This design comes from an exercise in tuning for small area and a short achievable clock period on the open sky130 flow, not from production work.
Only simulation tests tie the RTL to the original design; equivalence was not proved.

==> design/flow/design.v <==
module prng (
    input logic [31:0] seed,
    output logic [31:0] rand_num,
    input logic clk,
    input logic rst
);
    logic [31:0] state;
    wire [30:0] x = state[30:0];
    wire [30:0] xn = ~state[30:0];
    wire [30:0] nxt;
    wire s0; wire c0;
    assign s0 = 1'b1 ^ x[2] ^ xn[0];
    assign c0 = (1'b1 & x[2]) | (1'b1 & xn[0]) | (x[2] & xn[0]);
    wire s1; wire c1;
    assign s1 = 1'b1 ^ x[3] ^ xn[1];
    assign c1 = (1'b1 & x[3]) | (1'b1 & xn[1]) | (x[3] & xn[1]);
    wire s2; wire c2;
    fa u2 (.a(x[4]), .b(xn[2]), .c(xn[0]), .s(s2), .co(c2));
    wire s3; wire c3;
    fa u3 (.a(x[5]), .b(xn[3]), .c(xn[1]), .s(s3), .co(c3));
    wire s4; wire c4;
    assign s4 = 1'b0 ^ x[4] ^ x[2];
    assign c4 = (1'b0 & x[4]) | (1'b0 & x[2]) | (x[4] & x[2]);
    wire s5; wire c5;
    fa u5 (.a(x[6]), .b(c3), .c(~s4), .s(s5), .co(c5));
    wire s6; wire c6;
    fa u6 (.a(x[7]), .b(xn[5]), .c(xn[3]), .s(s6), .co(c6));
    wire s7; wire c7;
    fa u7 (.a(x[0]), .b(~c4), .c(s6), .s(s7), .co(c7));
    wire s8; wire c8;
    fa u8 (.a(x[8]), .b(xn[6]), .c(xn[4]), .s(s8), .co(c8));
    wire s9; wire c9;
    fa u9 (.a(x[1]), .b(c6), .c(s8), .s(s9), .co(c9));
    wire s10; wire c10;
    assign s10 = 1'b1 ^ x[9] ^ x[2];
    assign c10 = (1'b1 & x[9]) | (1'b1 & x[2]) | (x[9] & x[2]);
    wire s11; wire c11;
    fa u11 (.a(xn[7]), .b(xn[5]), .c(xn[0]), .s(s11), .co(c11));
    wire s12; wire c12;
    fa u12 (.a(c8), .b(s10), .c(s11), .s(s12), .co(c12));
    wire s13; wire c13;
    fa u13 (.a(xn[8]), .b(xn[6]), .c(xn[1]), .s(s13), .co(c13));
    wire s14; wire c14;
    fa u14 (.a(x[10]), .b(x[3]), .c(c10), .s(s14), .co(c14));
    wire s15; wire c15;
    fa u15 (.a(c11), .b(s13), .c(c12), .s(s15), .co(c15));
    wire s16; wire c16;
    fa u16 (.a(xn[9]), .b(xn[7]), .c(xn[2]), .s(s16), .co(c16));
    wire s17; wire c17;
    fa u17 (.a(x[11]), .b(x[4]), .c(c13), .s(s17), .co(c17));
    wire s18; wire c18;
    fa u18 (.a(s16), .b(c14), .c(s17), .s(s18), .co(c18));
    wire s19; wire c19;
    assign s19 = 1'b1 ^ x[12] ^ x[5];
    assign c19 = (1'b1 & x[12]) | (1'b1 & x[5]) | (x[12] & x[5]);
    wire s20; wire c20;
    fa u20 (.a(xn[10]), .b(xn[8]), .c(xn[3]), .s(s20), .co(c20));
    wire s21; wire c21;
    fa u21 (.a(x[0]), .b(c16), .c(s19), .s(s21), .co(c21));
    wire s22; wire c22;
    fa u22 (.a(s20), .b(c17), .c(s21), .s(s22), .co(c22));
    wire s23; wire c23;
    assign s23 = 1'b1 ^ x[13] ^ x[6];
    assign c23 = (1'b1 & x[13]) | (1'b1 & x[6]) | (x[13] & x[6]);
    wire s24; wire c24;
    fa u24 (.a(xn[11]), .b(xn[9]), .c(xn[4]), .s(s24), .co(c24));
    wire s25; wire c25;
    fa u25 (.a(x[1]), .b(c19), .c(c20), .s(s25), .co(c25));
    wire s26; wire c26;
    fa u26 (.a(s23), .b(s24), .c(c21), .s(s26), .co(c26));
    wire s27; wire c27;
    fa u27 (.a(s25), .b(c22), .c(s26), .s(s27), .co(c27));
    wire s28; wire c28;
    fa u28 (.a(x[14]), .b(x[7]), .c(x[2]), .s(s28), .co(c28));
    wire s29; wire c29;
    fa u29 (.a(xn[12]), .b(xn[10]), .c(xn[5]), .s(s29), .co(c29));
    wire s30; wire c30;
    fa u30 (.a(x[0]), .b(c23), .c(c24), .s(s30), .co(c30));
    wire s31; wire c31;
    fa u31 (.a(s28), .b(s29), .c(c25), .s(s31), .co(c31));
    wire s32; wire c32;
    fa u32 (.a(s30), .b(c26), .c(s31), .s(s32), .co(c32));
    wire s33; wire c33;
    fa u33 (.a(x[15]), .b(x[8]), .c(x[3]), .s(s33), .co(c33));
    wire s34; wire c34;
    fa u34 (.a(xn[13]), .b(xn[11]), .c(xn[6]), .s(s34), .co(c34));
    wire s35; wire c35;
    fa u35 (.a(x[1]), .b(c28), .c(c29), .s(s35), .co(c35));
    wire s36; wire c36;
    fa u36 (.a(s33), .b(s34), .c(c30), .s(s36), .co(c36));
    wire s37; wire c37;
    fa u37 (.a(s35), .b(c31), .c(s36), .s(s37), .co(c37));
    wire s38; wire c38;
    fa u38 (.a(x[16]), .b(x[9]), .c(x[4]), .s(s38), .co(c38));
    wire s39; wire c39;
    fa u39 (.a(xn[14]), .b(xn[12]), .c(xn[7]), .s(s39), .co(c39));
    wire s40; wire c40;
    fa u40 (.a(x[2]), .b(c33), .c(c34), .s(s40), .co(c40));
    wire s41; wire c41;
    fa u41 (.a(s38), .b(s39), .c(c35), .s(s41), .co(c41));
    wire s42; wire c42;
    fa u42 (.a(s40), .b(c36), .c(s41), .s(s42), .co(c42));
    wire s43; wire c43;
    assign s43 = 1'b1 ^ x[17] ^ x[10];
    assign c43 = (1'b1 & x[17]) | (1'b1 & x[10]) | (x[17] & x[10]);
    wire s44; wire c44;
    fa u44 (.a(xn[15]), .b(xn[13]), .c(xn[8]), .s(s44), .co(c44));
    wire s45; wire c45;
    fa u45 (.a(x[5]), .b(x[3]), .c(xn[0]), .s(s45), .co(c45));
    wire s46; wire c46;
    fa u46 (.a(c38), .b(c39), .c(s43), .s(s46), .co(c46));
    wire s47; wire c47;
    fa u47 (.a(s44), .b(s45), .c(c40), .s(s47), .co(c47));
    wire s48; wire c48;
    fa u48 (.a(s46), .b(c41), .c(s47), .s(s48), .co(c48));
    wire s49; wire c49;
    fa u49 (.a(x[18]), .b(x[11]), .c(x[6]), .s(s49), .co(c49));
    wire s50; wire c50;
    fa u50 (.a(xn[16]), .b(xn[14]), .c(xn[9]), .s(s50), .co(c50));
    wire s51; wire c51;
    fa u51 (.a(x[4]), .b(c43), .c(c44), .s(s51), .co(c51));
    wire s52; wire c52;
    fa u52 (.a(xn[1]), .b(c45), .c(s49), .s(s52), .co(c52));
    wire s53; wire c53;
    fa u53 (.a(s50), .b(c46), .c(s51), .s(s53), .co(c53));
    wire s54; wire c54;
    fa u54 (.a(s52), .b(c47), .c(s53), .s(s54), .co(c54));
    wire s55; wire c55;
    fa u55 (.a(x[19]), .b(x[12]), .c(x[7]), .s(s55), .co(c55));
    wire s56; wire c56;
    fa u56 (.a(xn[17]), .b(xn[15]), .c(xn[10]), .s(s56), .co(c56));
    wire s57; wire c57;
    fa u57 (.a(x[5]), .b(xn[2]), .c(x[0]), .s(s57), .co(c57));
    wire s58; wire c58;
    fa u58 (.a(c49), .b(c50), .c(s55), .s(s58), .co(c58));
    wire s59; wire c59;
    fa u59 (.a(s56), .b(s57), .c(c51), .s(s59), .co(c59));
    wire s60; wire c60;
    fa u60 (.a(c52), .b(s58), .c(c53), .s(s60), .co(c60));
    wire s61; wire c61;
    fa u61 (.a(s59), .b(c54), .c(s60), .s(s61), .co(c61));
    wire s62; wire c62;
    fa u62 (.a(x[20]), .b(x[13]), .c(x[8]), .s(s62), .co(c62));
    wire s63; wire c63;
    fa u63 (.a(xn[18]), .b(xn[16]), .c(xn[11]), .s(s63), .co(c63));
    wire s64; wire c64;
    fa u64 (.a(x[6]), .b(xn[3]), .c(x[1]), .s(s64), .co(c64));
    wire s65; wire c65;
    fa u65 (.a(c55), .b(c56), .c(c57), .s(s65), .co(c65));
    wire s66; wire c66;
    fa u66 (.a(s62), .b(s63), .c(s64), .s(s66), .co(c66));
    wire s67; wire c67;
    fa u67 (.a(c58), .b(s65), .c(s66), .s(s67), .co(c67));
    wire s68; wire c68;
    fa u68 (.a(c59), .b(s67), .c(c60), .s(s68), .co(c68));
    wire s69; wire c69;
    fa u69 (.a(x[21]), .b(x[14]), .c(x[9]), .s(s69), .co(c69));
    wire s70; wire c70;
    fa u70 (.a(xn[19]), .b(xn[17]), .c(xn[12]), .s(s70), .co(c70));
    wire s71; wire c71;
    fa u71 (.a(x[7]), .b(xn[4]), .c(x[2]), .s(s71), .co(c71));
    wire s72; wire c72;
    fa u72 (.a(c62), .b(c63), .c(c64), .s(s72), .co(c72));
    wire s73; wire c73;
    fa u73 (.a(s69), .b(s70), .c(s71), .s(s73), .co(c73));
    wire s74; wire c74;
    fa u74 (.a(c65), .b(c66), .c(s72), .s(s74), .co(c74));
    wire s75; wire c75;
    fa u75 (.a(s73), .b(c67), .c(s74), .s(s75), .co(c75));
    wire s76; wire c76;
    assign s76 = 1'b1 ^ x[22] ^ x[15];
    assign c76 = (1'b1 & x[22]) | (1'b1 & x[15]) | (x[22] & x[15]);
    wire s77; wire c77;
    fa u77 (.a(xn[20]), .b(xn[18]), .c(xn[13]), .s(s77), .co(c77));
    wire s78; wire c78;
    fa u78 (.a(x[10]), .b(x[8]), .c(x[3]), .s(s78), .co(c78));
    wire s79; wire c79;
    fa u79 (.a(xn[5]), .b(xn[0]), .c(c69), .s(s79), .co(c79));
    wire s80; wire c80;
    fa u80 (.a(c70), .b(c71), .c(s76), .s(s80), .co(c80));
    wire s81; wire c81;
    fa u81 (.a(s77), .b(s78), .c(c72), .s(s81), .co(c81));
    wire s82; wire c82;
    fa u82 (.a(c73), .b(s79), .c(s80), .s(s82), .co(c82));
    wire s83; wire c83;
    fa u83 (.a(c74), .b(s81), .c(s82), .s(s83), .co(c83));
    wire s84; wire c84;
    fa u84 (.a(x[23]), .b(x[16]), .c(x[11]), .s(s84), .co(c84));
    wire s85; wire c85;
    fa u85 (.a(xn[21]), .b(xn[19]), .c(xn[14]), .s(s85), .co(c85));
    wire s86; wire c86;
    fa u86 (.a(x[9]), .b(xn[6]), .c(x[4]), .s(s86), .co(c86));
    wire s87; wire c87;
    fa u87 (.a(xn[1]), .b(c76), .c(c77), .s(s87), .co(c87));
    wire s88; wire c88;
    fa u88 (.a(c78), .b(s84), .c(s85), .s(s88), .co(c88));
    wire s89; wire c89;
    fa u89 (.a(s86), .b(c79), .c(c80), .s(s89), .co(c89));
    wire s90; wire c90;
    fa u90 (.a(s87), .b(s88), .c(c81), .s(s90), .co(c90));
    wire s91; wire c91;
    fa u91 (.a(c82), .b(s89), .c(s90), .s(s91), .co(c91));
    wire s92; wire c92;
    fa u92 (.a(x[24]), .b(x[17]), .c(x[12]), .s(s92), .co(c92));
    wire s93; wire c93;
    fa u93 (.a(xn[22]), .b(xn[20]), .c(xn[15]), .s(s93), .co(c93));
    wire s94; wire c94;
    fa u94 (.a(x[10]), .b(xn[7]), .c(x[5]), .s(s94), .co(c94));
    wire s95; wire c95;
    fa u95 (.a(xn[2]), .b(c84), .c(c85), .s(s95), .co(c95));
    wire s96; wire c96;
    fa u96 (.a(c86), .b(s92), .c(s93), .s(s96), .co(c96));
    wire s97; wire c97;
    fa u97 (.a(s94), .b(c87), .c(c88), .s(s97), .co(c97));
    wire s98; wire c98;
    fa u98 (.a(s95), .b(s96), .c(c89), .s(s98), .co(c98));
    wire s99; wire c99;
    fa u99 (.a(s97), .b(c90), .c(s98), .s(s99), .co(c99));
    wire s100; wire c100;
    fa u100 (.a(x[25]), .b(x[18]), .c(x[13]), .s(s100), .co(c100));
    wire s101; wire c101;
    fa u101 (.a(xn[23]), .b(xn[21]), .c(xn[16]), .s(s101), .co(c101));
    wire s102; wire c102;
    fa u102 (.a(x[11]), .b(x[6]), .c(x[0]), .s(s102), .co(c102));
    wire s103; wire c103;
    fa u103 (.a(xn[8]), .b(xn[3]), .c(c92), .s(s103), .co(c103));
    wire s104; wire c104;
    fa u104 (.a(c93), .b(c94), .c(s100), .s(s104), .co(c104));
    wire s105; wire c105;
    fa u105 (.a(s101), .b(s102), .c(c95), .s(s105), .co(c105));
    wire s106; wire c106;
    fa u106 (.a(c96), .b(s103), .c(s104), .s(s106), .co(c106));
    wire s107; wire c107;
    fa u107 (.a(c97), .b(s105), .c(s106), .s(s107), .co(c107));
    wire s108; wire c108;
    fa u108 (.a(c98), .b(s107), .c(c99), .s(s108), .co(c108));
    wire s109; wire c109;
    fa u109 (.a(x[26]), .b(x[19]), .c(x[14]), .s(s109), .co(c109));
    wire s110; wire c110;
    fa u110 (.a(xn[24]), .b(xn[22]), .c(xn[17]), .s(s110), .co(c110));
    wire s111; wire c111;
    fa u111 (.a(x[12]), .b(x[7]), .c(x[1]), .s(s111), .co(c111));
    wire s112; wire c112;
    fa u112 (.a(xn[9]), .b(xn[4]), .c(c100), .s(s112), .co(c112));
    wire s113; wire c113;
    fa u113 (.a(c101), .b(c102), .c(s109), .s(s113), .co(c113));
    wire s114; wire c114;
    fa u114 (.a(s110), .b(s111), .c(c103), .s(s114), .co(c114));
    wire s115; wire c115;
    fa u115 (.a(c104), .b(s112), .c(s113), .s(s115), .co(c115));
    wire s116; wire c116;
    fa u116 (.a(c105), .b(s114), .c(c106), .s(s116), .co(c116));
    wire s117; wire c117;
    fa u117 (.a(s115), .b(c107), .c(s116), .s(s117), .co(c117));
    wire s118; wire c118;
    fa u118 (.a(x[27]), .b(x[20]), .c(x[15]), .s(s118), .co(c118));
    wire s119; wire c119;
    fa u119 (.a(xn[25]), .b(xn[23]), .c(xn[18]), .s(s119), .co(c119));
    wire s120; wire c120;
    fa u120 (.a(x[13]), .b(x[8]), .c(x[2]), .s(s120), .co(c120));
    wire s121; wire c121;
    fa u121 (.a(xn[10]), .b(xn[5]), .c(c109), .s(s121), .co(c121));
    wire s122; wire c122;
    fa u122 (.a(c110), .b(c111), .c(s118), .s(s122), .co(c122));
    wire s123; wire c123;
    fa u123 (.a(s119), .b(s120), .c(c112), .s(s123), .co(c123));
    wire s124; wire c124;
    fa u124 (.a(c113), .b(s121), .c(s122), .s(s124), .co(c124));
    wire s125; wire c125;
    fa u125 (.a(c114), .b(s123), .c(c115), .s(s125), .co(c125));
    wire s126; wire c126;
    fa u126 (.a(s124), .b(c116), .c(s125), .s(s126), .co(c126));
    wire s127; wire c127;
    fa u127 (.a(x[28]), .b(x[21]), .c(x[16]), .s(s127), .co(c127));
    wire s128; wire c128;
    fa u128 (.a(xn[26]), .b(xn[24]), .c(xn[19]), .s(s128), .co(c128));
    wire s129; wire c129;
    fa u129 (.a(x[14]), .b(x[9]), .c(x[3]), .s(s129), .co(c129));
    wire s130; wire c130;
    fa u130 (.a(xn[11]), .b(xn[6]), .c(c118), .s(s130), .co(c130));
    wire s131; wire c131;
    fa u131 (.a(c119), .b(c120), .c(s127), .s(s131), .co(c131));
    wire s132; wire c132;
    fa u132 (.a(s128), .b(s129), .c(c121), .s(s132), .co(c132));
    wire s133; wire c133;
    fa u133 (.a(c122), .b(s130), .c(s131), .s(s133), .co(c133));
    wire s134; wire c134;
    fa u134 (.a(c123), .b(s132), .c(c124), .s(s134), .co(c134));
    wire s135; wire c135;
    fa u135 (.a(s133), .b(c125), .c(s134), .s(s135), .co(c135));
    wire s136; wire c136;
    fa u136 (.a(x[29]), .b(x[22]), .c(x[17]), .s(s136), .co(c136));
    wire s137; wire c137;
    fa u137 (.a(xn[27]), .b(xn[25]), .c(xn[20]), .s(s137), .co(c137));
    wire s138; wire c138;
    fa u138 (.a(x[15]), .b(x[10]), .c(x[4]), .s(s138), .co(c138));
    wire s139; wire c139;
    fa u139 (.a(xn[12]), .b(xn[7]), .c(c127), .s(s139), .co(c139));
    wire s140; wire c140;
    fa u140 (.a(c128), .b(c129), .c(s136), .s(s140), .co(c140));
    wire s141; wire c141;
    fa u141 (.a(s137), .b(s138), .c(c130), .s(s141), .co(c141));
    wire s142; wire c142;
    fa u142 (.a(c131), .b(s139), .c(s140), .s(s142), .co(c142));
    wire s143; wire c143;
    fa u143 (.a(c132), .b(s141), .c(c133), .s(s143), .co(c143));
    wire s144; wire c144;
    fa u144 (.a(s142), .b(c134), .c(s143), .s(s144), .co(c144));
    wire s145;
    assign s145 = x[30] ^ x[23] ^ x[18];
    wire s146;
    assign s146 = x[28] ^ x[26] ^ x[21];
    wire s147;
    assign s147 = x[16] ^ x[11] ^ x[5];
    wire s148;
    assign s148 = xn[13] ^ xn[8] ^ x[0];
    wire s149;
    assign s149 = c136 ^ c137 ^ c138;
    wire s150;
    assign s150 = s145 ^ ~s146 ^ s147;
    wire s151;
    assign s151 = s148 ^ c139 ^ c140;
    wire s152;
    assign s152 = s149 ^ s150 ^ c141;
    wire s153;
    assign s153 = c142 ^ s151 ^ s152;
    wire s154;
    assign s154 = c143 ^ s153 ^ c144;
    wire [30:0] ra, rb;
    assign ra[0] = x[0];
    assign rb[0] = 1'b1;
    assign ra[1] = x[1];
    assign rb[1] = 1'b0;
    assign ra[2] = s0;
    assign rb[2] = 1'b0;
    assign ra[3] = c0;
    assign rb[3] = s1;
    assign ra[4] = c1;
    assign rb[4] = s2;
    assign ra[5] = c2;
    assign rb[5] = s3;
    assign ra[6] = s5;
    assign rb[6] = 1'b0;
    assign ra[7] = c5;
    assign rb[7] = s7;
    assign ra[8] = c7;
    assign rb[8] = s9;
    assign ra[9] = c9;
    assign rb[9] = s12;
    assign ra[10] = s14;
    assign rb[10] = s15;
    assign ra[11] = c15;
    assign rb[11] = s18;
    assign ra[12] = c18;
    assign rb[12] = s22;
    assign ra[13] = s27;
    assign rb[13] = 1'b0;
    assign ra[14] = c27;
    assign rb[14] = s32;
    assign ra[15] = c32;
    assign rb[15] = s37;
    assign ra[16] = c37;
    assign rb[16] = s42;
    assign ra[17] = c42;
    assign rb[17] = s48;
    assign ra[18] = c48;
    assign rb[18] = s54;
    assign ra[19] = s61;
    assign rb[19] = 1'b0;
    assign ra[20] = c61;
    assign rb[20] = s68;
    assign ra[21] = c68;
    assign rb[21] = s75;
    assign ra[22] = c75;
    assign rb[22] = s83;
    assign ra[23] = c83;
    assign rb[23] = s91;
    assign ra[24] = c91;
    assign rb[24] = s99;
    assign ra[25] = s108;
    assign rb[25] = 1'b0;
    assign ra[26] = c108;
    assign rb[26] = s117;
    assign ra[27] = c117;
    assign rb[27] = s126;
    assign ra[28] = c126;
    assign rb[28] = s135;
    assign ra[29] = c135;
    assign rb[29] = s144;
    assign ra[30] = s154;
    assign rb[30] = 1'b0;
    wire [30:0] g0 = ra & rb;
    wire [30:0] p0 = ra ^ rb;
    wire gg1 = g0[1] | (p0[1] & g0[0]);
    wire gg2 = g0[2] | (p0[2] & gg1);
    wire gg3 = g0[3] | (p0[3] & g0[2]);
    wire pp3 = p0[3] & p0[2];
    wire gg4 = gg3 | (pp3 & gg1);
    wire gg5 = g0[4] | (p0[4] & g0[3]);
    wire pp5 = p0[4] & p0[3];
    wire gg6 = gg5 | (pp5 & gg2);
    wire gg7 = g0[5] | (p0[5] & g0[4]);
    wire pp7 = p0[5] & p0[4];
    wire gg8 = gg7 | (pp7 & g0[3]);
    wire pp8 = pp7 & p0[3];
    wire gg9 = gg8 | (pp8 & gg2);
    wire gg10 = g0[6] | (p0[6] & gg9);
    wire gg11 = g0[7] | (p0[7] & g0[6]);
    wire pp11 = p0[7] & p0[6];
    wire gg12 = gg11 | (pp11 & gg9);
    wire gg13 = g0[8] | (p0[8] & g0[7]);
    wire pp13 = p0[8] & p0[7];
    wire gg14 = gg13 | (pp13 & gg10);
    wire gg15 = g0[9] | (p0[9] & g0[8]);
    wire pp15 = p0[9] & p0[8];
    wire gg16 = gg15 | (pp15 & gg11);
    wire pp16 = pp15 & pp11;
    wire gg17 = gg16 | (pp16 & gg9);
    wire gg18 = g0[10] | (p0[10] & gg15);
    wire pp18 = p0[10] & pp15;
    wire gg19 = gg18 | (pp18 & gg12);
    wire gg20 = g0[11] | (p0[11] & g0[10]);
    wire pp20 = p0[11] & p0[10];
    wire gg21 = gg20 | (pp20 & gg17);
    wire gg22 = g0[12] | (p0[12] & gg20);
    wire pp22 = p0[12] & pp20;
    wire gg23 = gg22 | (pp22 & gg17);
    wire gg24 = g0[13] | (p0[13] & gg23);
    wire gg25 = g0[14] | (p0[14] & g0[13]);
    wire pp25 = p0[14] & p0[13];
    wire gg26 = gg25 | (pp25 & gg23);
    wire gg27 = g0[15] | (p0[15] & g0[14]);
    wire pp27 = p0[15] & p0[14];
    wire gg28 = gg27 | (pp27 & g0[13]);
    wire pp28 = pp27 & p0[13];
    wire gg29 = gg28 | (pp28 & gg23);
    wire gg30 = g0[16] | (p0[16] & g0[15]);
    wire pp30 = p0[16] & p0[15];
    wire gg31 = gg30 | (pp30 & g0[14]);
    wire pp31 = pp30 & p0[14];
    wire gg32 = gg31 | (pp31 & gg24);
    wire gg33 = g0[17] | (p0[17] & g0[16]);
    wire pp33 = p0[17] & p0[16];
    wire gg34 = gg33 | (pp33 & gg27);
    wire pp34 = pp33 & pp27;
    wire gg35 = gg34 | (pp34 & gg24);
    wire gg36 = g0[18] | (p0[18] & g0[17]);
    wire pp36 = p0[18] & p0[17];
    wire gg37 = gg36 | (pp36 & gg30);
    wire pp37 = pp36 & pp30;
    wire gg38 = gg37 | (pp37 & gg26);
    wire gg39 = g0[18] | (p0[18] & gg33);
    wire pp39 = p0[18] & pp33;
    wire gg40 = g0[19] | (p0[19] & gg39);
    wire pp40 = p0[19] & pp39;
    wire gg41 = gg40 | (pp40 & gg29);
    wire gg42 = g0[20] | (p0[20] & g0[19]);
    wire pp42 = p0[20] & p0[19];
    wire gg43 = gg42 | (pp42 & gg38);
    wire gg44 = g0[21] | (p0[21] & g0[20]);
    wire pp44 = p0[21] & p0[20];
    wire gg45 = gg44 | (pp44 & g0[19]);
    wire pp45 = pp44 & p0[19];
    wire gg46 = gg45 | (pp45 & gg38);
    wire gg47 = g0[22] | (p0[22] & g0[21]);
    wire pp47 = p0[22] & p0[21];
    wire gg48 = gg47 | (pp47 & gg42);
    wire pp48 = pp47 & pp42;
    wire gg49 = gg48 | (pp48 & gg38);
    wire gg50 = g0[23] | (p0[23] & g0[22]);
    wire pp50 = p0[23] & p0[22];
    wire gg51 = gg50 | (pp50 & gg44);
    wire pp51 = pp50 & pp44;
    wire gg52 = gg51 | (pp51 & gg41);
    wire gg53 = g0[24] | (p0[24] & g0[23]);
    wire pp53 = p0[24] & p0[23];
    wire gg54 = gg53 | (pp53 & gg47);
    wire pp54 = pp53 & pp47;
    wire gg55 = gg54 | (pp54 & gg43);
    wire gg56 = g0[24] | (p0[24] & gg50);
    wire pp56 = p0[24] & pp50;
    wire gg57 = g0[25] | (p0[25] & gg56);
    wire pp57 = p0[25] & pp56;
    wire gg58 = gg57 | (pp57 & gg46);
    wire gg59 = g0[26] | (p0[26] & g0[25]);
    wire pp59 = p0[26] & p0[25];
    wire gg60 = gg59 | (pp59 & gg55);
    wire gg61 = g0[27] | (p0[27] & g0[26]);
    wire pp61 = p0[27] & p0[26];
    wire gg62 = gg61 | (pp61 & g0[25]);
    wire pp62 = pp61 & p0[25];
    wire gg63 = gg62 | (pp62 & gg55);
    wire gg64 = g0[28] | (p0[28] & g0[27]);
    wire pp64 = p0[28] & p0[27];
    wire gg65 = gg64 | (pp64 & g0[26]);
    wire pp65 = pp64 & p0[26];
    wire gg66 = gg65 | (pp65 & g0[25]);
    wire pp66 = pp65 & p0[25];
    wire gg67 = gg66 | (pp66 & gg55);
    wire gg68 = g0[29] | (p0[29] & g0[28]);
    wire pp68 = p0[29] & p0[28];
    wire gg69 = gg68 | (pp68 & g0[27]);
    wire pp69 = pp68 & p0[27];
    wire gg70 = gg69 | (pp69 & gg59);
    wire pp70 = pp69 & pp59;
    wire gg71 = gg70 | (pp70 & gg55);
    wire gg72 = g0[30] | (p0[30] & gg69);
    wire pp72 = p0[30] & pp69;
    wire gg73 = gg72 | (pp72 & gg60);
    assign nxt[0] = p0[0];
    assign nxt[1] = p0[1] ^ g0[0];
    assign nxt[2] = p0[2] ^ gg1;
    assign nxt[3] = p0[3] ^ gg2;
    assign nxt[4] = p0[4] ^ gg4;
    assign nxt[5] = p0[5] ^ gg6;
    assign nxt[6] = p0[6] ^ gg9;
    assign nxt[7] = p0[7] ^ gg10;
    assign nxt[8] = p0[8] ^ gg12;
    assign nxt[9] = p0[9] ^ gg14;
    assign nxt[10] = p0[10] ^ gg17;
    assign nxt[11] = p0[11] ^ gg19;
    assign nxt[12] = p0[12] ^ gg21;
    assign nxt[13] = p0[13] ^ gg23;
    assign nxt[14] = p0[14] ^ gg24;
    assign nxt[15] = p0[15] ^ gg26;
    assign nxt[16] = p0[16] ^ gg29;
    assign nxt[17] = p0[17] ^ gg32;
    assign nxt[18] = p0[18] ^ gg35;
    assign nxt[19] = p0[19] ^ gg38;
    assign nxt[20] = p0[20] ^ gg41;
    assign nxt[21] = p0[21] ^ gg43;
    assign nxt[22] = p0[22] ^ gg46;
    assign nxt[23] = p0[23] ^ gg49;
    assign nxt[24] = p0[24] ^ gg52;
    assign nxt[25] = p0[25] ^ gg55;
    assign nxt[26] = p0[26] ^ gg58;
    assign nxt[27] = p0[27] ^ gg60;
    assign nxt[28] = p0[28] ^ gg63;
    assign nxt[29] = p0[29] ^ gg67;
    assign nxt[30] = p0[30] ^ gg71;
    always_ff @(posedge clk) begin
        if (rst) begin
            state <= seed;
        end else begin
            state <= {1'b0, nxt};
        end
        rand_num <= state;
    end
endmodule
module fa (
    input  logic a,
    input  logic b,
    input  logic c,
    output logic s,
    output logic co
);
    assign s = a ^ b ^ c;
    assign co = (a & b) | (a & c) | (b & c);
endmodule
==> design/flow/flow/run.sh <==
#!/bin/bash
# Standard layout, but with the smallest buffer on each port.
cp standard.sh standard_copy.txt
export BUFFER_PORTS_ARGS="-buffer_cell sky130_fd_sc_hd__buf_1"
bash standard.sh > standard.log 2>&1
==> design/flow/standard.sh <==
#!/bin/bash
# synth_recipe.tcl (not shown) runs the flow's synth.tcl, then flattens the netlist and writes it again
# the make line also repeats each setting of config.mk as NAME=value (left out here)
make -C /OpenROAD-flow-scripts/flow DESIGN_CONFIG=/design/flow/config.mk WORK_HOME=/design/flow/orfs CLKGATE_MAP_FILE= SYNTH_SCRIPT=/design/flow/synth_recipe.tcl "${@:-finish}"
==> design/flow/config.mk <==
export PLATFORM = sky130hd
export DESIGN_NAME = prng
export DESIGN_NICKNAME = prng
export VERILOG_FILES = /design/flow/design.v
export SDC_FILE = /design/flow/constraint.sdc
export NUM_CORES = 4
export LEC_CHECK = 0
export CAP_MARGIN = 20
export CORE_MARGIN = 2
export CORE_UTILIZATION = 60
export SETUP_SLACK_MARGIN = 2.8
export SLEW_MARGIN = 20
export SYNTH_HIERARCHICAL = 1
==> design/flow/constraint.sdc <==
create_clock -name core_clock -period 7.0 [get_ports {clk}]
set_input_delay 1.4000 -clock core_clock [delete_from_list [all_inputs] [get_ports {clk}]]
set_output_delay 1.4000 -clock core_clock [all_outputs]
set_load 0.01 [all_outputs]
==> results of run 1 <==
Yosys stat by module, one instance, submodules excluded:
module | flops+latches | cells inside | copies in the design | area (µm²)
prng | 64 | 329 | 1 | 3130
fa | 0 | 1 | 137 | 20.0
synthesized netlist by cell type, drive strengths merged, types with 2 or more instances:
cell	n
dfxtp	64
a31oi	2
o211ai	4
nand2	29
a21oi	16
o21a	8
mux2	4
o211a	2
clkbuf	6
nor3	11
inv	48
nand3	2
ha	35
a21o	10
nor2b	2
nor3b	4
fa	137
xnor2	25
xor2	7
o21ai	20
nor2	2
o31ai	10
metal layers:
layer | vias to the layer above | GRT usage [%] | routed length, µm
met5 | - | 0 | 0
met4 | 0 | 15.8 | 803
met3 | 61 | 10.8 | 1540
met2 | 217 | 51.5 | 8020
met1 | 2107 | 43.7 | 6550
li1 | 1827 | - | -
layout make-up:
class / instances / area, µm²
Inverter: 48 / 233
Clock inverter: 7 / 95.1
Clock buffer: 9 / 124
Tap cell: 133 / 166
Multi-Input combinational cell: 347 / 4740
Sequential cell: 64 / 1370
Fill cell: 611 / 2080
Timing Repair Buffer: 141 / 840
what timing repair did:
action | CTS | global route
cloned | 0 | 0
gates resized for setup | 102 | 27
setup endpoints to repair | 16 | 11
setup buffers | 59 | 16
hold endpoints to repair | 0 | 0
pin swaps | 23 | 39
flip-flops by register name (all words and copies together) (netlist names):
signal and flops:
rand_num 32, state 32
stage by stage:
stage               util [%]  cells  worst slack (ps)  hold WS [ps]
floorplan                  -    466              2800           310
global placement        65.0    658              1870           313
detailed placement      65.0    658              1860           315
CTS                     75.9    733              2770           333
global route            78.5    749              2470           339
finish                  78.5    749              2590           331
placed cells by master, fill, tap and decap left out, drive strengths merged, types with 2 or more instances in the layout:
cell	n
fa	137
xor2	7
o21ai	20
mux2	4
inv	35
a31oi	2
a21o	10
nor2b	2
bufinv	2
o211ai	4
xnor2	25
clkinvlp	15
a21oi	16
nor3b	4
buf	140
ha	35
nand3	2
dfxtp	64
nor2	2
clkbuf	10
o31ai	10
o21a	8
clkinv	3
nor3	11
o211a	2
nand2	29
cell families (layout without fill, tap and decap cells):
logic type,after synthesis,in the layout,synth area share (%)
buffers and inverters,55,205,3.58
XOR/XNOR,33,33,5.47
flip-flops,64,64,21.8
adder cells (fa/ha/maj),172,172,54.1
multiplexers,4,4,0.767
AO/OA/AOI/OAI,81,81,9.33
AND/OR/NAND/NOR,57,57,4.90
path summary, 6_finish.rpt:
kind	to	slack (ps)
worst min register to register	rand_num[31]	330
worst min-delay path	rand_num[31]	330
worst max register to register	state[18]	2590
worst max-delay path	state[18]	2590
==> impl_table.tex, run 1 <==
\begin{tabular}{lr}
\hline
Metric & Value \\
\hline
\multicolumn{2}{l}{\textbf{Outcome}} \\
\quad Result of the run & complete, no violations \\
\multicolumn{2}{l}{\textbf{Setup path}} \\
\quad Critical Path Most Common Cell & sky130\_fd\_sc\_hd\_\_fa\_1 \\
\quad Number of cells on the worst reg-to-reg path & 18 \\
\quad Worst Path Class, Setup & flip-flop to flip-flop \\
\quad Crit path capture type & flip-flop \\
\quad Crit path launch type & flip-flop \\
\quad CP bufs+invs & 2 \\
\quad Req. time, crit path & 7210 ps \\
\quad Start of the worst register-to-register path & state[7] \\
\quad CP max-delay cell & sky130\_fd\_sc\_hd\_\_fa\_1 \\
\quad Largest delay contributor family on the critical path & adder cells \\
\quad Crit path from & state[7] \\
\quad Peak per-stage delay on the critical path & 540 ps \\
\quad Crit path arrival time & 4620 ps \\
\quad Worst-path maximum fanout & 4 \\
\quad Cell-by-cell listing of the critical path & clkinvlp\_4 > buf\_4 > fa\_1 > fa\_1 > fa\_1 > ha\_4 > nand3\_2 > nor2b\_1 > a2bb2oi\_4 > nand2\_1 > ha\_1 > a21o\_1 > a21o\_1 > a21oi\_2 > nor2b\_1 > nor2\_1 > xor2\_1 > o21ai\_1 \\
\quad Number of gates on the worst path with buffers counted & 18 \\
\multicolumn{2}{l}{\textbf{Finish}} \\
\quad Post-layout net count & 817 \\
\quad N\_diodes & 0 \\
\quad Fraction of layout cells with a size suffix above 1 & 33.4\% \\
\quad Design area & 7560 µm² \\
\quad Area delta synth->final & 28.7\% \\
\multicolumn{2}{l}{\textbf{Timing}} \\
\quad Clock period minus final worst setup slack & 4410 ps \\
\quad Setup total negative slack & 0 ps \\
\quad Highest attainable clock frequency & 227 MHz \\
\quad Crit share post-route & 62.9\% \\
\quad Max-slew headroom & 61.6\% \\
\quad Number of max-slew violations in the final report & 0 \\
\quad Setup repair after global routing missed its margin & true \\
\quad Final number of setup-violating endpoints & 0 \\
\quad Count of final hold-check violations & 0 \\
\quad Largest clock skew in the final design & 7.26 ps \\
\quad Actual transition at the worst max-transition pin & 576 ps \\
\multicolumn{2}{l}{\textbf{Yosys}} \\
\quad Cell variety after synth & 45 \\
\quad Synthesized area per cell & 12.6 µm² \\
\quad Area contributors post-synth & sky130\_fd\_sc\_hd\_\_fa\_1, sky130\_fd\_sc\_hd\_\_dfxtp\_1, sky130\_fd\_sc\_hd\_\_ha\_1, sky130\_fd\_sc\_hd\_\_xnor2\_1, sky130\_fd\_sc\_hd\_\_inv\_1 \\
\quad Synthesized cell area & 5870 µm² \\
\quad Area share of the largest cell type after synthesis & 46.7\% \\
\quad Number of storage elements in the synthesis netlist & 64 \\
\quad Total number of yosys warnings & 7 \\
\quad Share of flip-flops with an asynchronous set or reset & 0\% \\
\quad Post-synthesis cell count & 466 \\
\quad Synth Net Count & 672 \\
\quad Library cell with the largest summed area after synthesis & sky130\_fd\_sc\_hd\_\_fa\_1 \\
\quad Share of the yosys chip area belonging to registers & 21.8\% \\
\quad Number of flops mapped to enable cells by yosys & 0 \\
\quad Synth Flop Type & sky130\_fd\_sc\_hd\_\_dfxtp\_1 \\
\multicolumn{2}{l}{\textbf{Floorplanning}} \\
\quad Y dimension of the die & 103 µm \\
\quad Starting density of the core & 60.9\% \\
\quad \# rows & 36 \\
\quad Width of the die & 103 µm \\
\quad Core Region & 9640 µm² \\
\quad Number of top-level pins & 66 \\
\quad Full die area & 10600 µm² \\
\multicolumn{2}{l}{\textbf{Detailed routing}} \\
\quad Routed wire length & 16900 µm \\
\quad Routed length per placed instance & 22.6 µm \\
\quad Detailed-route DRC error count & 0 \\
\quad Total via count after detailed routing & 4212 \\
\quad First-iteration detailed-routing DRC count & 224 \\
\quad Routed via count divided by cell count & 5.62 \\
\quad ANT nets after route & 0 \\
\quad Number of iterations in the first detailed-routing pass & 4 \\
\multicolumn{2}{l}{\textbf{Placed design}} \\
\quad Post-place instance area & 6270 µm² \\
\quad IO Port Bufs & 65 \\
\quad Placed wire-length estimate & 11500 µm \\
\quad RePlAce Congestion & 0.976 \\
\multicolumn{2}{l}{\textbf{Global route}} \\
\quad Initial antenna violation count & 0 \\
\quad Largest net degree at the start of global routing & 62 \\
\quad Wire length of the first global-routing pass & 24500 µm \\
\quad Combined global-route utilization of all metal layers & 33.6\% \\
\quad Overall overflow remaining after global route & 0 \\
\quad Via count of the first global-routing pass & 4410 \\
\multicolumn{2}{l}{\textbf{Clocking}} \\
\quad Clock tree root buffer cell & sky130\_fd\_sc\_hd\_\_clkbuf\_8 \\
\quad Clock tree from TritonCTS & done \\
\quad Inserted Clock Buffers & 9 \\
\quad Reg clk slew, reported paths & 70 ps \\
\quad Post-CTS Hold Fix Bufs & 0 \\
\quad TritonCTS sink count & 64 \\
\quad H-tree lvl count & 3 \\
\quad Maximum buffer depth of the clock tree & 2 \\
\quad Clk Latency, worst-skew pair & 370 ps \\
\multicolumn{2}{l}{\textbf{Worst hold path}} \\
\quad HP Class & flip-flop to flip-flop \\
\quad Start point of the worst hold path & state[31] \\
\quad Depth of the worst hold-timing path & 0 \\
\multicolumn{2}{l}{\textbf{Job}} \\
\quad Number of max-cap violations & 0 \\
\hline
\end{tabular}
==> inputs of run 2 (changes only) <==
--- a/design/flow/config.mk
+++ b/design/flow/config.mk
@@ -8,6 +8,6 @@
 export CAP_MARGIN = 20
 export CORE_MARGIN = 2
 export CORE_UTILIZATION = 60
-export SETUP_SLACK_MARGIN = 2.8
+export SETUP_SLACK_MARGIN = 2.2
 export SLEW_MARGIN = 20
 export SYNTH_HIERARCHICAL = 1
==> impl_table.tex, run 2 <==
\begin{tabular}{lr}
\hline
Metric & Value \\
\hline
\multicolumn{2}{l}{\textbf{Global route}} \\
\quad Overall overflow remaining after global route & 0 (unchanged) \\
\quad Initial antenna violation count & 0 (unchanged) \\
\quad Largest net degree at the start of global routing & 62 (unchanged) \\
\quad Via count of the first global-routing pass & 3889 (was 4410) \\
\quad Wire length of the first global-routing pass & 22100 µm (was 24500 µm) \\
\quad Combined global-route utilization of all metal layers & 29.9\% (was 33.6\%) \\
\multicolumn{2}{l}{\textbf{Yosys}} \\
\quad Commonest cells in the netlist & sky130\_fd\_sc\_hd\_\_fa\_1, sky130\_fd\_sc\_hd\_\_dfxtp\_1, sky130\_fd\_sc\_hd\_\_inv\_1 (unchanged) \\
\quad Synthesized area per cell & 12.6 µm² (unchanged) \\
\quad Total number of yosys warnings & 7 (unchanged) \\
\quad Area share of the largest cell type after synthesis & 46.7\% (unchanged) \\
\quad Number of flops mapped to enable cells by yosys & 0 (unchanged) \\
\quad Synthesized cell area & 5870 µm² (unchanged) \\
\quad Share of the yosys chip area belonging to registers & 21.8\% (unchanged) \\
\quad Cell with the most instances after synthesis & sky130\_fd\_sc\_hd\_\_fa\_1 (unchanged) \\
\quad Cell variety after synth & 45 (unchanged) \\
\quad Synth Flop Type & sky130\_fd\_sc\_hd\_\_dfxtp\_1 (unchanged) \\
\quad Number of storage elements in the synthesis netlist & 64 (unchanged) \\
\quad Synth Net Count & 672 (unchanged) \\
\quad Share of flip-flops with an asynchronous set or reset & 0\% (unchanged) \\
\quad Library cell with the largest summed area after synthesis & sky130\_fd\_sc\_hd\_\_fa\_1 (unchanged) \\
\quad Area contributors post-synth & sky130\_fd\_sc\_hd\_\_fa\_1, sky130\_fd\_sc\_hd\_\_dfxtp\_1, sky130\_fd\_sc\_hd\_\_ha\_1, sky130\_fd\_sc\_hd\_\_xnor2\_1, sky130\_fd\_sc\_hd\_\_inv\_1 (unchanged) \\
\quad Post-synthesis cell count & 466 (unchanged) \\
\multicolumn{2}{l}{\textbf{Setup path}} \\
\quad Crit path launch type & flip-flop (unchanged) \\
\quad Peak per-stage delay on the critical path & 510 ps (was 540 ps) \\
\quad Req. time, crit path & 7210 ps (about the same) \\
\quad Crit path capture type & flip-flop (unchanged) \\
\quad Endpoint of the worst register-to-register path & state[18] (unchanged) \\
\quad Cell-by-cell listing of the critical path & inv\_1 > fa\_1 > fa\_1 > fa\_1 > ha\_1 > a21o\_1 > a21oi\_1 > nand2\_1 > ha\_1 > a21o\_1 > a21o\_1 > a21oi\_1 > nor2b\_1 > nor2\_1 > xor2\_1 > o21ai\_0 (was clkinvlp\_4 > buf\_4 > fa\_1 > fa\_1 > fa\_1 > ha\_4 > nand3\_2 > nor2b\_1 > a2bb2oi\_4 > nand2\_1 > ha\_1 > a21o\_1 > a21o\_1 > a21oi\_2 > nor2b\_1 > nor2\_1 > xor2\_1 > o21ai\_1) \\
\quad CP max-delay cell & sky130\_fd\_sc\_hd\_\_fa\_1 (unchanged) \\
\quad Crit path arrival time & 4820 ps (was 4620 ps) \\
\quad Worst Path Class, Setup & flip-flop to flip-flop (unchanged) \\
\quad Start of the worst register-to-register path & state[6] (was state[7]) \\
\quad R2r setup slk & 2390 ps (was 2590 ps) \\
\quad Worst-path maximum fanout & 6 (was 4) \\
\quad Number of cells on the worst reg-to-reg path & 16 (was 18) \\
\multicolumn{2}{l}{\textbf{Floorplanning}} \\
\quad Width of the die & 103 µm (unchanged) \\
\quad Core Region & 9640 µm² (unchanged) \\
\quad Starting density of the core & 60.9\% (unchanged) \\
\quad Y dimension of the die & 103 µm (unchanged) \\
\quad \# rows & 36 (unchanged) \\
\quad Full die area & 10600 µm² (unchanged) \\
\quad Number of top-level pins & 66 (unchanged) \\
\multicolumn{2}{l}{\textbf{Detailed routing}} \\
\quad Routed length per placed instance & 20.4 µm (was 22.6 µm) \\
\quad Routed length on met2 & 6390 µm (was 8020 µm) \\
\quad Routed via count divided by cell count & 5.50 (was 5.62) \\
\quad Routed wire length & 14000 µm (was 16900 µm) \\
\quad Routed wire length on met3 & 1330 µm (was 1540 µm) \\
\quad Total via count after detailed routing & 3771 (was 4212) \\
\quad First-iteration detailed-routing DRC count & 255 (was 224) \\
\quad Number of iterations in the first detailed-routing pass & 4 (unchanged) \\
\quad DR top layer & met4 (unchanged) \\
\quad Met1 wire length & 5880 µm (was 6550 µm) \\
\quad ANT nets after route & 0 (unchanged) \\
\quad Detailed-route DRC error count & 0 (unchanged) \\
\multicolumn{2}{l}{\textbf{Job}} \\
\quad Number of max-cap violations & 0 (unchanged) \\
\multicolumn{2}{l}{\textbf{Placed design}} \\
\quad RePlAce Congestion & 0.966 (was 0.976) \\
\quad Inst Count DP & 657 (was 658) \\
\quad Worst setup slack before clock tree synthesis & 1940 ps (was 1860 ps) \\
\quad Post-place instance area & 6260 µm² (was 6270 µm²) \\
\quad IO Port Bufs & 65 (unchanged) \\
\quad Placed wire-length estimate & 11400 µm (was 11500 µm) \\
\multicolumn{2}{l}{\textbf{Worst hold path}} \\
\quad Depth of the worst hold-timing path & 0 (unchanged) \\
\quad Worst Hold End & rand\_num[31] (unchanged) \\
\quad Start point of the worst hold path & state[31] (unchanged) \\
\quad HP Class & flip-flop to flip-flop (unchanged) \\
\multicolumn{2}{l}{\textbf{Clocking}} \\
\quad Clk Latency, worst-skew pair & 360 ps (was 370 ps) \\
\quad Inserted Clock Buffers & 9 (unchanged) \\
\quad Maximum buffer depth of the clock tree & 2 (unchanged) \\
\quad Reg clk slew, reported paths & 80 ps (was 70 ps) \\
\quad TritonCTS sink count & 64 (unchanged) \\
\quad H-tree lvl count & 3 (unchanged) \\
\quad Clock tree from TritonCTS & done (unchanged) \\
\quad Clock tree root buffer cell & sky130\_fd\_sc\_hd\_\_clkbuf\_8 (unchanged) \\
\multicolumn{2}{l}{\textbf{Timing}} \\
\quad Highest attainable clock frequency & 217 MHz (was 227 MHz) \\
\quad Number of max-slew violations in the final report & 0 (unchanged) \\
\quad Largest clock skew in the final design & 8.87 ps (was 7.26 ps) \\
\quad Actual transition at the worst max-transition pin & 983 ps (was 576 ps) \\
\quad Worst hold slack & 332 ps (was 331 ps) \\
\quad Crit share post-route & 65.9\% (was 62.9\%) \\
\quad Setup total negative slack & 0 ps (unchanged) \\
\quad Setup repair after global routing missed its margin & false (was true) \\
\quad Count of final hold-check violations & 0 (unchanged) \\
\quad Max-slew headroom & 34.5\% (was 61.6\%) \\
\quad Final number of setup-violating endpoints & 0 (unchanged) \\
\quad Clock period minus final worst setup slack & 4610 ps (was 4410 ps) \\
\quad Setup slack of the critical path after layout & 2390 ps (was 2590 ps) \\
\multicolumn{2}{l}{\textbf{Finish}} \\
\quad Final std cells w/o fill & 686 (was 749) \\
\quad Post-layout net count & 754 (was 817) \\
\quad Most common cell after layout, fill and taps aside & sky130\_fd\_sc\_hd\_\_fa\_1 (unchanged) \\
\quad Sequential standard cell area & 1320 µm² (was 1370 µm²) \\
\quad Leading cell types in the layout, fill and taps excluded & sky130\_fd\_sc\_hd\_\_fa\_1, sky130\_fd\_sc\_hd\_\_buf\_1, sky130\_fd\_sc\_hd\_\_dfxtp\_1, sky130\_fd\_sc\_hd\_\_inv\_1, sky130\_fd\_sc\_hd\_\_ha\_1 (was sky130\_fd\_sc\_hd\_\_fa\_1, sky130\_fd\_sc\_hd\_\_buf\_4, sky130\_fd\_sc\_hd\_\_buf\_1, sky130\_fd\_sc\_hd\_\_dfxtp\_1, sky130\_fd\_sc\_hd\_\_inv\_1) \\
\quad Total of fill cells in the finished design & 739 (was 611) \\
\quad Area of combinational cells with multiple inputs & 4390 µm² (was 4740 µm²) \\
\quad Fraction of layout cells with a size suffix above 1 & 11.4\% (was 33.4\%) \\
\quad Design area & 6660 µm² (was 7560 µm²) \\
\quad Area delta synth->final & 13.3\% (was 28.7\%) \\
\quad Largest regs & rand\_num x32, state x32 (unchanged) \\
\quad N\_diodes & 0 (unchanged) \\
\quad Core occupancy in the finished layout & 69.1\% (was 78.5\%) \\
\multicolumn{2}{l}{\textbf{Outcome}} \\
\quad Result of the run & complete, no violations (unchanged) \\
\hline
\end{tabular}
==> run 2: cell count changes in the layout (fill, tap and decap cells not counted), sizes merged <==
cell	previous run	this run
buf	140	78
clkbuf	10	14
clkinv	3	0
clkinvlp	15	5
inv	35	43
==> run 2: routing by layer <==
layer,GRT usage [%],vias up
li1,-,1693
met1,43.6,1883
met2,42.4,168
met3,8.75,27
met4,12.6,0
met5,0,-
==> run 2: repair_timing <==
action | CTS | global route
gates cloned | 0 | 0
gates resized for setup | 8 | 23
setup endpoints to repair | 8 | 9
hold buffers | 0 | 0
endpoints found under the hold margin | 0 | 0
setup buffers | 0 | 13
pin swaps | 0 | 0
==> run 2: kinds of logic (layout without fill, tap and decap cells) <==
kind of cell             count (synthesis)  in the layout  share of synthesized area (%)
buffers and inverters                   55            142                           3.58
AND/OR/NAND/NOR                         57             57                           4.90
adder cells (fa/ha/maj)                172            172                           54.1
XOR/XNOR                                33             33                           5.47
AO/OA/AOI/OAI                           81             81                           9.33
flip-flops                              64             64                           21.8
multiplexers                             4              4                          0.767
==> run 2: how the worst max path moves through the flow <==
stage                   start         to  slack, ps  cells after the start
floorplan           state[11]  state[30]       2720                     13
global placement     state[0]  state[18]       1970                     17
detailed placement   state[0]  state[18]       1940                     17
CTS                  state[9]  state[18]       2180                     17
global route         state[7]  state[23]       2200                     13
finish               state[6]  state[18]       2390                     16
==> run 2: modules after synthesis, one instance, submodules excluded <==
| module | flip-flops and latches | cell area [µm²] | times used |
|---|---|---|---|
| fa | 0 | 20.0 | 137 |
| prng | 64 | 3130 | 1 |
==> run 2: critical path: cells and delay by family (launching register included) <==
family | cells | cell delay [ps]
xor+xnor | 1 | 170
buf+inv | 1 | 290
flops | 1 | 470
fa+ha+maj | 5 | 1960
compound gates | 6 | 1240
simple gates | 3 | 320
==> run 2: area by class of cell <==
cell class	instances	area share (%)
Tap cell	133	2.50
Timing Repair Buffer	78	5.15
Clock inverter	2	0.902
Multi-Input combinational cell	347	66.0
Clock buffer	14	2.59
Sequential cell	64	19.8
Inverter	48	2.99
==> inputs of run 3 (changes only) <==
--- a/design/flow/config.mk
+++ b/design/flow/config.mk
@@ -8,6 +8,6 @@
 export CAP_MARGIN = 20
 export CORE_MARGIN = 2
 export CORE_UTILIZATION = 60
-export SETUP_SLACK_MARGIN = 2.2
+export SETUP_SLACK_MARGIN = 3.2
 export SLEW_MARGIN = 20
 export SYNTH_HIERARCHICAL = 1
==> impl_table.tex, run 3 <==
\begin{tabular}{lr}
\hline
Metric & Value \\
\hline
\multicolumn{2}{l}{\textbf{Outcome}} \\
\quad Result of the run & complete, no violations (unchanged) \\
\multicolumn{2}{l}{\textbf{Finish}} \\
\quad Leading cell types in the layout, fill and taps excluded & sky130\_fd\_sc\_hd\_\_fa\_1, sky130\_fd\_sc\_hd\_\_buf\_1, sky130\_fd\_sc\_hd\_\_buf\_4, sky130\_fd\_sc\_hd\_\_dfxtp\_1, sky130\_fd\_sc\_hd\_\_fa\_2 (was sky130\_fd\_sc\_hd\_\_fa\_1, sky130\_fd\_sc\_hd\_\_buf\_1, sky130\_fd\_sc\_hd\_\_dfxtp\_1, sky130\_fd\_sc\_hd\_\_inv\_1, sky130\_fd\_sc\_hd\_\_ha\_1) \\
\quad Most common cell after layout, fill and taps aside & sky130\_fd\_sc\_hd\_\_fa\_1 (unchanged) \\
\quad N\_diodes & 0 (unchanged) \\
\quad Largest regs & rand\_num x32, state x32 (unchanged) \\
\quad Total of fill cells in the finished design & 641 (was 739) \\
\quad Post-layout net count & 803 (was 754) \\
\quad Fraction of layout cells with a size suffix above 1 & 34.6\% (was 11.4\%) \\
\quad Area delta synth->final & 29.0\% (was 13.3\%) \\
\multicolumn{2}{l}{\textbf{Setup path}} \\
\quad Crit path launch type & flip-flop (unchanged) \\
\quad Start of the worst register-to-register path & state[8] (was state[6]) \\
\quad CP max-delay cell & sky130\_fd\_sc\_hd\_\_fa\_2 (was sky130\_fd\_sc\_hd\_\_fa\_1) \\
\quad Crit path from & state[8] (was state[6]) \\
\quad Crit path capture type & flip-flop (unchanged) \\
\quad Crit path arrival time & 4570 ps (was 4820 ps) \\
\quad R2r setup slk & 2700 ps (was 2390 ps) \\
\quad Critical Path Most Common Cell & sky130\_fd\_sc\_hd\_\_fa\_2 \\
\quad Worst Path Class, Setup & flip-flop to flip-flop (unchanged) \\
\quad Endpoint of the worst register-to-register path & state[23] (was state[18]) \\
\quad Peak per-stage delay on the critical path & 560 ps (was 510 ps) \\
\quad Worst-path maximum fanout & 5 (was 6) \\
\quad Cell-by-cell listing of the critical path & inv\_6 > fa\_2 > fa\_1 > fa\_2 > fa\_2 > ha\_4 > a21oi\_4 > o21ai\_4 > o211ai\_1 > buf\_4 > a21oi\_2 > o31a\_1 > o21a\_1 > o31ai\_4 (was inv\_1 > fa\_1 > fa\_1 > fa\_1 > ha\_1 > a21o\_1 > a21oi\_1 > nand2\_1 > ha\_1 > a21o\_1 > a21o\_1 > a21oi\_1 > nor2b\_1 > nor2\_1 > xor2\_1 > o21ai\_0) \\
\quad Last element of the critical path & state[23] (was state[18]) \\
\quad Number of cells on the worst reg-to-reg path & 14 (was 16) \\
\quad Req. time, crit path & 7270 ps (was 7210 ps) \\
\multicolumn{2}{l}{\textbf{Floorplanning}} \\
\quad Core Region & 9640 µm² (unchanged) \\
\quad Starting density of the core & 60.9\% (unchanged) \\
\quad Width of the die & 103 µm (unchanged) \\
\quad \# rows & 36 (unchanged) \\
\quad Number of top-level pins & 66 (unchanged) \\
\quad Full die area & 10600 µm² (unchanged) \\
\quad Y dimension of the die & 103 µm (unchanged) \\
\multicolumn{2}{l}{\textbf{Timing}} \\
\quad Worst hold slack & 334 ps (was 332 ps) \\
\quad Number of max-slew violations in the final report & 0 (unchanged) \\
\quad Max-slew headroom & 64.2\% (was 34.5\%) \\
\quad Clock period minus final worst setup slack & 4300 ps (was 4610 ps) \\
\quad Crit share post-route & 61.4\% (was 65.9\%) \\
\quad Setup repair after global routing missed its margin & true (was false) \\
\quad Final number of setup-violating endpoints & 0 (unchanged) \\
\quad Setup total negative slack & 0 ps (unchanged) \\
\quad Actual transition at the worst max-transition pin & 537 ps (was 983 ps) \\
\quad Count of final hold-check violations & 0 (unchanged) \\
\quad Highest attainable clock frequency & 233 MHz (was 217 MHz) \\
\quad Largest clock skew in the final design & 10.2 ps (was 8.87 ps) \\
\multicolumn{2}{l}{\textbf{Yosys}} \\
\quad Number of storage elements in the synthesis netlist & 64 (unchanged) \\
\quad Share of the yosys chip area belonging to registers & 21.8\% (unchanged) \\
\quad Cell with the most instances after synthesis & sky130\_fd\_sc\_hd\_\_fa\_1 (unchanged) \\
\quad Synthesized area per cell & 12.6 µm² (unchanged) \\
\quad Share of flip-flops with an asynchronous set or reset & 0\% (unchanged) \\
\quad Post-synthesis cell count & 466 (unchanged) \\
\quad Synthesized cell area & 5870 µm² (unchanged) \\
\quad Number of flops mapped to enable cells by yosys & 0 (unchanged) \\
\quad Area contributors post-synth & sky130\_fd\_sc\_hd\_\_fa\_1, sky130\_fd\_sc\_hd\_\_dfxtp\_1, sky130\_fd\_sc\_hd\_\_ha\_1, sky130\_fd\_sc\_hd\_\_xnor2\_1, sky130\_fd\_sc\_hd\_\_inv\_1 (unchanged) \\
\quad Commonest cells in the netlist & sky130\_fd\_sc\_hd\_\_fa\_1, sky130\_fd\_sc\_hd\_\_dfxtp\_1, sky130\_fd\_sc\_hd\_\_inv\_1 (unchanged) \\
\quad Synth Net Count & 672 (unchanged) \\
\quad Total number of yosys warnings & 7 (unchanged) \\
\quad Synth Flop Type & sky130\_fd\_sc\_hd\_\_dfxtp\_1 (unchanged) \\
\quad Area share of the largest cell type after synthesis & 46.7\% (unchanged) \\
\quad Cell variety after synth & 45 (unchanged) \\
\quad Library cell with the largest summed area after synthesis & sky130\_fd\_sc\_hd\_\_fa\_1 (unchanged) \\
\multicolumn{2}{l}{\textbf{Detailed routing}} \\
\quad ANT nets after route & 0 (unchanged) \\
\quad Detailed-route DRC error count & 0 (unchanged) \\
\quad DR top layer & met4 (unchanged) \\
\quad Total via count after detailed routing & 4115 (was 3771) \\
\quad Routed wire length & 15900 µm (was 14000 µm) \\
\quad Routed length on met2 & 7700 µm (was 6390 µm) \\
\quad Routed via count divided by cell count & 5.60 (was 5.50) \\
\quad Routed length per placed instance & 21.6 µm (was 20.4 µm) \\
\quad Number of iterations in the first detailed-routing pass & 4 (unchanged) \\
\quad Met1 wire length & 6490 µm (was 5880 µm) \\
\quad First-iteration detailed-routing DRC count & 194 (was 255) \\
\quad Routed wire length on met3 & 1340 µm (was 1330 µm) \\
\multicolumn{2}{l}{\textbf{Global route}} \\
\quad Combined global-route utilization of all metal layers & 32.7\% (was 29.9\%) \\
\quad Wire length of the first global-routing pass & 23800 µm (was 22100 µm) \\
\quad Via count of the first global-routing pass & 4194 (was 3889) \\
\quad Initial antenna violation count & 0 (unchanged) \\
\quad Overall overflow remaining after global route & 0 (unchanged) \\
\quad Largest net degree at the start of global routing & 54 (was 62) \\
\multicolumn{2}{l}{\textbf{Clocking}} \\
\quad Clock tree from TritonCTS & done (unchanged) \\
\quad Post-CTS Hold Fix Bufs & 0 (unchanged) \\
\quad TritonCTS sink count & 64 (unchanged) \\
\quad Maximum buffer depth of the clock tree & 2 (unchanged) \\
\quad Inserted Clock Buffers & 9 (unchanged) \\
\quad Clock tree root buffer cell & sky130\_fd\_sc\_hd\_\_clkbuf\_8 (unchanged) \\
\quad H-tree lvl count & 3 (unchanged) \\
\quad Clk Latency, worst-skew pair & 380 ps (was 360 ps) \\
\quad Reg clk slew, reported paths & 80 ps (about the same) \\
\multicolumn{2}{l}{\textbf{Placed design}} \\
\quad IO Port Bufs & 65 (unchanged) \\
\quad Placed wire-length estimate & 12100 µm (was 11400 µm) \\
\quad RePlAce Congestion & 0.992 (was 0.966) \\
\multicolumn{2}{l}{\textbf{Job}} \\
\quad Number of max-cap violations & 0 (unchanged) \\
\multicolumn{2}{l}{\textbf{Worst hold path}} \\
\quad HP Class & flip-flop to flip-flop (unchanged) \\
\hline
\end{tabular}
## run 3: cell counts after synthesis
No cell type changed its count.
## run 3: kinds of logic (layout without fill, tap and decap cells)
logic type / count (synthesis) / after routing / share of synthesized area, %
muxes: 4 / 4 / 0.767
buffers and inverters: 55 / 191 / 3.58
DFF: 64 / 64 / 21.8
AOI/OAI and AO/OA: 81 / 81 / 9.33
and+or+nand+nor: 57 / 57 / 4.90
adders and majority gates: 172 / 172 / 54.1
xor gates and xnor gates: 33 / 33 / 5.47
## run 3: layout make-up
type	instances	area, µm²	area share [%]
clock inverter	6	111	1.47
inverter	48	218	2.87
clock buffer	10	149	1.96
tap	133	166	2.20
timing repair buffer	127	723	9.54
sequential	64	1370	18.0
multi-input combinational	347	4850	63.9
## run 3: metrics by stage
stage	cells	cell area, µm²	worst slack (ps)	utilization (%)
after floorplan	466	6130	3120	-
after global placement	658	6520	2380	67.7
after detailed placement	658	6520	2390	67.7
after CTS	723	7400	2800	76.8
after global routing	735	7580	2630	78.6
final	735	7580	2700	78.6
## run 3: what timing repair did
action | CTS | global route
gates resized for setup | 51 | 19
buffers inserted | 49 | 12
gates cloned | 0 | 0
pin swaps | 33 | 37
setup endpoints to repair | 16 | 14
## run 3: worst max-delay path: cells and delay by family, from the launching register on
kind / cells / cell delay (ps)
adders and majority gates: 5 / 2090
AOI/OAI and AO/OA: 7 / 1450
DFF: 1 / 440
buffers and inverters: 2 / 220
## run 3: layer usage
layer  vias up  global-route usage (%)
met4         0                    10.6
met5         -                       0
met2       177                    50.2
li1       1807                       -
met3        34                    11.3
met1      2097                    44.4
## run 3: how the worst min path moves through the flow
| stage | start | depth (start not counted) | end |
|---|---|---|---|
| after floorplan | state[31] | 0 | rand_num[31] |
| after CTS | state[31] | 0 | rand_num[31] |
| after global routing | state[31] | 0 | rand_num[31] |
| after detailed placement | state[31] | 0 | rand_num[31] |
| final | state[31] | 0 | rand_num[31] |
| after global placement | state[31] | 0 | rand_num[31] |
## run 3: modules after synthesis, one instance, submodules excluded
module / cells inside / flip-flops and latches
prng: 329 / 64
fa: 1 / 0

re-timing with driven ports:
In the flow no input, the clock included, has a driving cell. The finished layouts below were timed again as built, in two steps. Step 1, drivers: a clkbuf_16 drives clk and a buf_2 each remaining input, both assumed. Step 2 also shifts input and output timing later by t, the mid clock arrival at the registers, as if the neighbouring blocks saw the same clock. Slacks: no drivers / after step 1 / after step 2; pairs: no drivers / after step 1.
run	t, ns	setup WS [ns]	hold slack, ns	worst data-port slew with drivers (ns)	pins driven straight from the clock port
run 1	0.402	2.595 / 2.595 / 2.595	0.331 / 0.331 / 0.331	0.03	1
run 2	0.393	2.386 / 2.386 / 2.386	0.332 / 0.332 / 0.332	0.03	1
run 3	0.409	2.700 / 2.700 / 2.700	0.334 / 0.334 / 0.334	0.05	1
After both steps every run listed still meets setup and hold.
